What follows belongs to an exercise in optimizing a design on an open flow for small area, a short achievable clock period and few clock cycles per item; a production flow would make more cautious choices. Function was checked by simulation only, so behaviour that the tests miss may differ from the original.

## alpha
Design cpuops, start of the top module:
module	cpuops(i_clk,i_reset, i_stb, i_op, i_a, i_b, o_c, o_f, o_valid,
			o_busy);
Settings: LEC_CHECK=0, CAP_MARGIN=20, CORE_MARGIN=2, CORE_UTILIZATION=40, SETUP_SLACK_MARGIN=5, SLEW_MARGIN=20; clock period 10.0 ns.
run.sh (not shown) runs the stock make flow with config.mk's settings and CLKGATE_MAP_FILE= SYNTH_SCRIPT=/design/flow/synth_recipe.tcl, a recipe that flattens the netlist after the stock synthesis.
Testbench counts of alpha, summed over its fixed seeds: cycles 28,765, items 16,384.
diff inputs: alpha => beta
- swapping 5 for 4.5 in SETUP_SLACK_MARGIN
On via count, alpha loses to beta.
Logic depth of the worst setup path including buffers is lower on beta
Comparing buffers plus inverters on the worst setup path for beta and alpha, the bigger number came from alpha.
Going from alpha to beta, buffer count excluding the clock tree in the final layout fell about 30%; cell count fell 81; cell area fell about 8%; share of final layout cell area taken by clock buffers and inverters about even; number of core rows about even.
Critical path launch point = i_b[24]: beta; critical path launch point = thempy.d_one[1]$_DFF_P_: alpha
Complex-gate fraction of the synthesized area across beta and alpha: no real change.
[beta vs alpha] clock skew after layout: lower in beta
Setup slack deteriorates in beta relative to alpha.
--- input diff beta..gamma ---
- changing SETUP_SLACK_MARGIN from 4.5 to 5
- changing CORE_UTILIZATION from 40 to 55
==> flow/flow/run.sh (new file) <==
#!/bin/bash
# The standard layout, with the port buffers made of plain buffers
# (sky130_fd_sc_hd__buf_4) instead of the delay cell buffer_ports picks,
# and timing repair free to resize them. The make log goes to standard_flow.log.
set -euo pipefail
bash standard.sh MATCH_CELL_FOOTPRINT=0 "BUFFER_PORTS_ARGS=-buffer_cell sky130_fd_sc_hd__buf_4" finish > standard_flow.log 2>&1
==> flow/standard.sh (new file) <==
#!/bin/bash
# synth_recipe.tcl (not shown) runs the flow's synth.tcl, then flattens the netlist and writes it again
# the make line also repeats each setting of config.mk as NAME=value (left out here)
make -C /OpenROAD-flow-scripts/flow DESIGN_CONFIG=/design/flow/config.mk WORK_HOME=/design/flow/orfs CLKGATE_MAP_FILE= SYNTH_SCRIPT=/design/flow/synth_recipe.tcl "${@:-finish}"
removed: flow/run.sh
### Flow results
Post-route cell area on gamma is behind beta.
From beta to gamma the numbers moved as follows: detailed route wirelength on metal3 now sits higher; maximum fanout along the worst path went up; total length of routed wires shows an increase of 2000 um; fraction of cell area in non-clock buffers up 0.92 points; total stage count of the critical path went up 11.
Critical setup path kind: in2reg -> beta, reg2reg -> gamma
Changes in delta relative to gamma:
- a deleted SETUP_SLACK_MARGIN that had been 5
- a change of CORE_UTILIZATION from 55 to 40
==> flow/flow/run.sh <==
#!/bin/bash
# The standard layout, with the port buffers made of plain buffers
# (sky130_fd_sc_hd__buf_4) instead of the delay cell buffer_ports picks,
# timing repair free to resize them, and timing repair aiming at a setup
# slack of 7 ns. The make log goes to standard_flow.log.
set -euo pipefail
bash standard.sh MATCH_CELL_FOOTPRINT=0 SETUP_SLACK_MARGIN=7 "BUFFER_PORTS_ARGS=-buffer_cell sky130_fd_sc_hd__buf_4" finish > standard_flow.log 2>&1
[summary]
delta completed every stage of the flow, and the final layout passed the timing, DRC and antenna checks. delta gives more number of buffers inserted by post-CTS setup repair than gamma did. The final clock period utilization by the worst path of delta is lower than that of gamma. Wire length delta (delta − gamma): unfavourable. The lower total number of cells along the worst setup path of delta and gamma is in delta. | design area | delta vs gamma | 13% higher |.
Inputs modified between delta and epsilon:
- SETUP_SLACK_MARGIN newly set to 5
- PLACE_DENSITY newly set to 0.75
==> flow/flow/run.sh <==
#!/bin/bash
# The standard layout, with the port buffers made of plain buffers
# (sky130_fd_sc_hd__buf_4) instead of the delay cell buffer_ports picks,
# and timing repair free to resize them. The make log goes to standard_flow.log.
set -euo pipefail
bash standard.sh MATCH_CELL_FOOTPRINT=0 "BUFFER_PORTS_ARGS=-buffer_cell sky130_fd_sc_hd__buf_4" finish > standard_flow.log 2>&1
Notes after the runs:
Between epsilon and delta, the number of multi-input combinational cells in the layout figures differ only marginally.
epsilon — area added between synthesis and finish 14 points lower, delta as reference
Between delta and epsilon, the number of setup violations in the final report figures differ only marginally.
epsilon gives less final clock period utilization by the worst path than delta did.
Cell area | epsilon vs delta | epsilon smaller
Max clock buffer and inverter area fraction after layout across delta and epsilon: epsilon

Another version of the RTL of cpuops (not shown whole).
Size in the first run: ~3100 cells after synthesis, roughly 190 flip-flops, ~22000 um2 of cells after synthesis.
Design cpuops, start of the top module:
module	cpuops(i_clk,i_reset, i_stb, i_op, i_a, i_b, o_c, o_f, o_valid,
			o_busy);
export LEC_CHECK = 0
export ABC_AREA = 1
export CAP_MARGIN = 20
export CORE_MARGIN = 2
export CORE_UTILIZATION = 40
export SLEW_MARGIN = 20
create_clock -name core_clock -period 10.0 [get_ports {i_clk}]
standard.sh (not shown) runs the stock make flow with config.mk's settings and CLKGATE_MAP_FILE= SYNTH_SCRIPT=/design/flow/synth_recipe.tcl, a recipe that flattens the netlist after the stock synthesis.
==> flow/flow/run.sh <==
#!/bin/bash
# The standard layout, with the port buffers made of plain buffers
# (sky130_fd_sc_hd__buf_2) instead of the delay cell buffer_ports picks,
# timing repair free to resize them, and aiming at a setup slack of 5.25 ns. The make log goes to standard_flow.log.
set -euo pipefail
bash standard.sh MATCH_CELL_FOOTPRINT=0 SETUP_SLACK_MARGIN=5.25 "BUFFER_PORTS_ARGS=-buffer_cell sky130_fd_sc_hd__buf_2" finish > standard_flow.log 2>&1
The baseline ran to the end with no violations.
Testbench counts at the start, summed over its fixed seeds: cycles 28,765, items 16,384.
Next try:
==> flow/flow/run.sh (replaced) <==
#!/bin/bash
# The standard layout, with the port buffers made of plain buffers
# (sky130_fd_sc_hd__buf_4) instead of the delay cell buffer_ports picks,
# and timing repair free to resize them. The make log goes to standard_flow.log.
set -euo pipefail
bash standard.sh MATCH_CELL_FOOTPRINT=0 "BUFFER_PORTS_ARGS=-buffer_cell sky130_fd_sc_hd__buf_4" finish > standard_flow.log 2>&1
- SETUP_SLACK_MARGIN: default -> 5
The new run finished clean.
Non-clock buffer count shrinks by 20.
Via count stays flat.

RTL: one of the versions met above, not the one the previous note started from.
Size in the first run: about 120 flip-flops, roughly 22000 um2 of cells after synthesis.
Design cpuops, start of the top module:
module	cpuops(i_clk,i_reset, i_stb, i_op, i_a, i_b, o_c, o_f, o_valid,
			o_busy);
	input	wire	i_clk, i_reset, i_stb;
	input	wire	[3:0]	i_op;
	input	wire	[31:0]	i_a, i_b;
	output	reg	[31:0]	o_c;
	output	wire	[3:0]	o_f;
	output	reg		o_valid;
	output	wire		o_busy;
	reg	c, pre_sign, set_ovfl, keep_sgn_on_ovfl;
	wire	this_is_a_multiply_op;
	assign	this_is_a_multiply_op = (i_stb)&&((i_op[3:1]==3'h5)||(i_op[3:0]==4'hc));
	wire		mpybusy, mpylast;
	wire	[31:0]	mpy_next;
	mpyop	thempy(i_clk, i_reset, this_is_a_multiply_op, i_op[1:0],
		i_a, i_b, o_c, mpybusy, mpylast, mpy_next);
	wire	[31:0]	next_c;
	wire		next_carry;
	aluop	thealu(mpybusy, mpylast, i_op, i_a, i_b, mpy_next, o_c,
			next_c, next_carry);
	always @(posedge i_clk)
	begin
		pre_sign <= i_a[31];
		c <= next_carry;
		set_ovfl <= !mpybusy && (((i_op==4'h0)&&(i_a[31] != i_b[31]))
			||((i_op==4'h2)&&(i_a[31] == i_b[31]))
			||(i_op == 4'h6)
			||(i_op == 4'h5));
		keep_sgn_on_ovfl <= !mpybusy &&
			(((i_op==4'h0)&&(i_a[31] != i_b[31]))
			||((i_op==4'h2)&&(i_a[31] == i_b[31])));
		o_c <= next_c;
	end
	assign	o_busy = mpybusy;
	wire	z = (o_c == 32'h0000);
	wire	n = (o_c[31]);
	wire	v = (set_ovfl)&&(pre_sign != o_c[31]);
	wire	vx = (keep_sgn_on_ovfl)&&(pre_sign != o_c[31]);
	assign	o_f = { v, n^vx, c, z };
	always @(posedge i_clk)
	if (i_reset)
		o_valid <= 1'b0;
  ...
export LEC_CHECK = 0
export ABC_AREA = 1
export CAP_MARGIN = 20
export CORE_MARGIN = 2
export CORE_UTILIZATION = 40
export SETUP_SLACK_MARGIN = 5
export SLEW_MARGIN = 20
create_clock -name core_clock -period 10.0 [get_ports {i_clk}]
==> flow/flow/run.sh <==
#!/bin/bash
# The standard layout, with the port buffers made of plain buffers
# (sky130_fd_sc_hd__buf_4) instead of the delay cell buffer_ports picks,
# and timing repair free to resize them. The make log goes to standard_flow.log.
set -euo pipefail
bash standard.sh MATCH_CELL_FOOTPRINT=0 "BUFFER_PORTS_ARGS=-buffer_cell sky130_fd_sc_hd__buf_4" finish > standard_flow.log 2>&1
Testbench counts at the start, summed over its fixed seeds: cycles 28,765, items 16,384.
Edit:
==> flow/flow/run.sh (replaced) <==
#!/bin/bash
# The standard layout, with the port buffers made of plain buffers
# (sky130_fd_sc_hd__buf_4) instead of the delay cell buffer_ports picks,
# timing repair free to resize them, and timing repair aiming at a setup
# slack of 6 ns. The make log goes to standard_flow.log.
set -euo pipefail
bash standard.sh MATCH_CELL_FOOTPRINT=0 SETUP_SLACK_MARGIN=6 "BUFFER_PORTS_ARGS=-buffer_cell sky130_fd_sc_hd__buf_4" finish > standard_flow.log 2>&1
- ABC_AREA: 1 -> not set
- SETUP_SLACK_MARGIN: 5 -> not set
The new run completed with no timing, DRC or antenna violations.
Design area went up by a few percent.
Wire length went up slightly.
Synthesized cell count went down by a quarter to a third.
Edit:
==> flow/flow/run.sh (replaced) <==
#!/bin/bash
# The standard layout, with the port buffers made of plain buffers
# (sky130_fd_sc_hd__buf_4) instead of the delay cell buffer_ports picks,
# and timing repair free to resize them. The make log goes to standard_flow.log.
set -euo pipefail
bash standard.sh MATCH_CELL_FOOTPRINT=0 "BUFFER_PORTS_ARGS=-buffer_cell sky130_fd_sc_hd__buf_4" finish > standard_flow.log 2>&1
- SETUP_SLACK_MARGIN: not set -> 5
Utilization fell by 4.6 points. Worst hold slack gains 0.015 ns. Setup slack improved by 0.017 ns. Cell count went down by 3.0%. First-iteration DRC count increases by 5.4%. Synthesized cell count stays the same. Register-to-register slack gains 0.02 ns. Wire length fell by 8.8%.

cpuops, a different RTL version from the one above (not shown whole).
Size: about 2600 cells after synthesis, roughly 120 flip-flops, about 110 I/O pins, about 22000 um^2 of cells after synthesis.
export LEC_CHECK = 0
export CAP_MARGIN = 20
export CORE_MARGIN = 2
export CORE_UTILIZATION = 40
export SETUP_SLACK_MARGIN = 4
export SLEW_MARGIN = 20
create_clock -name core_clock -period 10.0 [get_ports {i_clk}]
run.sh (not shown) runs the stock make flow with config.mk's settings and CLKGATE_MAP_FILE= SYNTH_SCRIPT=/design/flow/synth_recipe.tcl, a recipe that flattens the netlist after the stock synthesis.
Stock flow here: none of the scripts above is used.
Testbench counts at the start, summed over its fixed seeds: cycles 28,765, items 16,384.
Next try:
--- a/flow/config.mk
+++ b/flow/config.mk
@@ -9,4 +9,4 @@
 export CORE_MARGIN = 2
 export CORE_UTILIZATION = 40
-export SETUP_SLACK_MARGIN = 4
+export SETUP_SLACK_MARGIN = 4.5
 export SLEW_MARGIN = 20
What happened:
- sequential share of layout area decreases by 0.10 points
- wire length increases by 5.9%
- synthesized area does not change
- cell area increases by 3.1%
- non-clock buffer count increases by 7
- fmax increases by 5.4%
- utilization increases by 1.4 points

== wip/garnet ==
RTL: one of the versions met above, not the one the previous note started from.
For scale: ~3,100 cells after synthesis, roughly 190 flip-flops, ~22,000 sq um of cells after synthesis.
## cpuops
module	cpuops(i_clk,i_reset, i_stb, i_op, i_a, i_b, o_c, o_f, o_valid,
			o_busy);
	input	wire	i_clk, i_reset, i_stb;
	input	wire	[3:0]	i_op;
	input	wire	[31:0]	i_a, i_b;
	output	wire	[31:0]	o_c;
	output	wire	[3:0]	o_f;
	output	reg		o_valid;
	output	wire		o_busy;
	reg	[31:0]	r_x, r_y;
	reg		r_cin;
	reg		r_add, r_sub, r_csh, pre_sign, set_ovfl, keep_sgn_on_ovfl;
	wire	this_is_a_multiply_op;
	assign	this_is_a_multiply_op = (i_stb)&&((i_op[3:1]==3'h5)||(i_op[3:0]==4'hc));
	wire		mpybusy, mpylast, mpy_cin;
	wire	[31:0]	mpy_x, mpy_y;
	mpyop	thempy(i_clk, i_reset, this_is_a_multiply_op, i_op[1:0],
		i_a, i_b, r_x, mpybusy, mpylast, mpy_x, mpy_y, mpy_cin);
	wire	[31:0]	next_x, next_y;
	wire		next_cin, next_csh;
	aluop	thealu(mpybusy, mpylast, i_op, i_a, i_b, mpy_x, mpy_y, mpy_cin,
			r_x, next_x, next_y, next_cin, next_csh);
	always @(posedge i_clk)
	begin
		r_x   <= next_x;
		r_y   <= next_y;
		r_cin <= next_cin;
		r_csh <= next_csh;
		r_add <= !mpybusy && (i_op == 4'h2);
		r_sub <= !mpybusy && (i_op == 4'h0);
		pre_sign <= i_a[31];
		set_ovfl <= !mpybusy && (((i_op==4'h0)&&(i_a[31] != i_b[31]))
			||((i_op==4'h2)&&(i_a[31] == i_b[31]))
			||(i_op == 4'h6)
			||(i_op == 4'h5));
		keep_sgn_on_ovfl <= !mpybusy &&
			(((i_op==4'h0)&&(i_a[31] != i_b[31]))
			||((i_op==4'h2)&&(i_a[31] == i_b[31])));
	end
	wire	[33:0]	osum = { 1'b0, r_x, r_cin } + { 1'b0, r_y, r_cin };
	assign	o_c = osum[32:1];
	wire	carry = osum[33];
	wire	[31:0]	zk = { r_x[30:0] | r_y[30:0], r_cin };
	wire	z = &((r_x ^ r_y) ~^ zk);
	assign	o_busy = mpybusy;
	wire	n = (o_c[31]);
	wire	v = (set_ovfl)&&(pre_sign != o_c[31]);
	wire	vx = (keep_sgn_on_ovfl)&&(pre_sign != o_c[31]);
	wire	c = (r_add & carry) | (r_sub & !carry) | r_csh;
	assign	o_f = { v, n^vx, c, z };
	always @(posedge i_clk)
	if (i_reset)
		o_valid <= 1'b0;
	else
		o_valid <=((i_stb)&&(!this_is_a_multiply_op))||(mpylast);
  ...
clock: 10.0 ns
lec_check: 0
abc_area: 1
cap_margin: 20
core_margin: 2
core_utilization: 45
setup_slack_margin: 5
slew_margin: 20
standard.sh (not shown) runs the stock make flow with config.mk's settings and CLKGATE_MAP_FILE= SYNTH_SCRIPT=/design/flow/synth_recipe.tcl, a recipe that flattens the netlist after the stock synthesis.
==> flow/flow/run.sh <==
#!/bin/bash
# The standard layout, with the port buffers made of plain buffers
# (sky130_fd_sc_hd__buf_2) instead of the delay cell buffer_ports picks,
# and timing repair free to resize them. The make log goes to standard_flow.log.
set -euo pipefail
bash standard.sh MATCH_CELL_FOOTPRINT=0 "BUFFER_PORTS_ARGS=-buffer_cell sky130_fd_sc_hd__buf_2" finish > standard_flow.log 2>&1
wip/garnet: all stages complete, timing, DRC and antenna checks passed
Testbench counts of wip/garnet, summed over its fixed seeds: cycles 28,765, items 16,384.
Setup changes, wip/garnet to wip/lagoon
# wip/garnet
export LEC_CHECK = 0
export ABC_AREA = 1
export CAP_MARGIN = 20
export CORE_MARGIN = 2
export CORE_UTILIZATION = 45
export SETUP_SLACK_MARGIN = 5
export SLEW_MARGIN = 20
create_clock -name core_clock -period 10.0 [get_ports {i_clk}]
# wip/lagoon
export LEC_CHECK = 0
export ABC_AREA = 1
export CAP_MARGIN = 20
export CORE_MARGIN = 2
export CORE_UTILIZATION = 40
export SETUP_SLACK_MARGIN = 4.5
export SLEW_MARGIN = 20
create_clock -name core_clock -period 10.0 [get_ports {i_clk}]
==> flow/flow/run.sh <==
#!/bin/bash
# The standard layout, with the port buffers made of plain buffers
# (sky130_fd_sc_hd__buf_4) instead of the delay cell buffer_ports picks,
# and timing repair free to resize them. The make log goes to standard_flow.log.
set -euo pipefail
bash standard.sh MATCH_CELL_FOOTPRINT=0 "BUFFER_PORTS_ARGS=-buffer_cell sky130_fd_sc_hd__buf_4" finish > standard_flow.log 2>&1
### Flow results
Against wip/garnet, cell count in wip/lagoon rose slightly.
Compared with wip/garnet, wip/lagoon shows number of standard-cell rows in the floorplan higher by 5.
For wip/lagoon, the end point of the critical path was o_c[22], unlike wip/garnet, where it was o_f[3].
Looking at final worst setup slack, wip/lagoon sits 0.41 ns lower than wip/garnet does.
Relative to wip/lagoon, the following input files were edited for wip/quartz:
# wip/lagoon
export LEC_CHECK = 0
export ABC_AREA = 1
export CAP_MARGIN = 20
export CORE_MARGIN = 2
export CORE_UTILIZATION = 40
export SETUP_SLACK_MARGIN = 4.5
export SLEW_MARGIN = 20
create_clock -name core_clock -period 10.0 [get_ports {i_clk}]
# wip/quartz
export LEC_CHECK = 0
export ABC_AREA = 1
export CAP_MARGIN = 20
export CORE_MARGIN = 2
export CORE_UTILIZATION = 45
export SLEW_MARGIN = 20
create_clock -name core_clock -period 10.0 [get_ports {i_clk}]
==> flow/flow/run.sh <==
#!/bin/bash
# The standard layout, with the port buffers made of plain buffers
# (sky130_fd_sc_hd__buf_2) instead of the delay cell buffer_ports picks,
# timing repair free to resize them, and aiming at a setup slack of 5.25 ns. The make log goes to standard_flow.log.
set -euo pipefail
bash standard.sh MATCH_CELL_FOOTPRINT=0 SETUP_SLACK_MARGIN=5.25 "BUFFER_PORTS_ARGS=-buffer_cell sky130_fd_sc_hd__buf_2" finish > standard_flow.log 2>&1
==> run notes <==
wip/quartz reached the final stage; the timing, DRC and antenna checks on its layout passed. The clock skew on wip/lagoon is in line with that on wip/quartz. The smallest setup slack after layout of wip/quartz is higher than that of wip/lagoon. In the flow results for wip/quartz and wip/lagoon, the hold slack is smaller on wip/lagoon. In the tables for wip/quartz and wip/lagoon, final-layout non-clock buffer area share reads lower with wip/lagoon. Number of post-CTS setup repair buffers was higher in the run labelled wip/quartz. wip/quartz vs wip/lagoon — final worst-path cycle share dropped 5.1 points. The cell count of wip/quartz is lower than that of wip/lagoon. Lower total wirelength of the detailed-routed design goes to wip/lagoon over wip/quartz. wip/lagoon was smaller in final cell area than wip/quartz.

[separate check: timing with driven ports]
The results above use ideal ports. As a check the final layouts listed here were re-extracted and re-timed, cells and wires unchanged.
Step 1 sets driving cells, clkbuf_16 on the clock port and buf_2 on the other inputs (assumed; they add their load-dependent delay and slew).
Step 2, shift: input delay + t, output delay - t, t = (earliest + latest rising clock arrival at the registers) / 2. This alone moves slack from input paths to output paths.
Three values: no drivers, after step 1, after step 2; two values: the first two.
run | shift t [ns] | slack for setup (ns) | worst setup path after step 2 | slew at the worst register clock pin (ns) | pins driven straight from the clock port
alpha | 0.496 | 4.771 / 4.771 / 4.385 | input to register | 0.08 / 0.08 | 1
beta | 0.494 | 4.473 / 4.493 / 3.999 | input to register | 0.07 / 0.07 | 1
gamma | 0.486 | 4.683 / 4.683 / 4.396 | input to register | 0.08 / 0.08 | 1
delta | 0.492 | 4.761 / 4.761 / 4.460 | input to register | 0.06 / 0.06 | 1
epsilon | 0.483 | 4.788 / 4.788 / 4.436 | input to register | 0.07 / 0.07 | 1
the first run of note 2 | 0.544 | 5.222 / 5.169 / 5.074 | input to register | 0.08 / 0.08 | 1
the second run of note 2 | 0.514 | 5.069 / 5.054 / 5.069 | register to register | 0.09 / 0.09 | 1
the first run of note 3 | 0.498 | 4.983 / 4.983 / 4.660 | input to register | 0.07 / 0.07 | 1
the second run of note 3 | 0.497 | 4.797 / 4.797 / 4.451 | input to register | 0.07 / 0.07 | 1
the third run of note 3 | 0.484 | 4.814 / 4.814 / 4.463 | input to register | 0.07 / 0.07 | 1
the first run of note 4 | 0.476 | 4.189 / 4.189 / 3.771 | input to register | 0.06 / 0.06 | 1
the second run of note 4 | 0.486 | 4.489 / 4.519 / 4.033 | input to register | 0.07 / 0.07 | 1
wip/garnet | 0.549 | 5.067 / 5.011 / 5.018 | input to register | 0.08 / 0.08 | 1
wip/lagoon | 0.518 | 4.657 / 4.602 / 4.748 | register to register | 0.08 / 0.08 | 1
wip/quartz | 0.548 | 5.166 / 5.110 / 4.984 | input to register | 0.09 / 0.09 | 1
After both steps every run listed still meets setup and hold. The setup slack of beta, which loses most, moves by +0.020 ns with the drivers and by -0.474 ns with both steps.
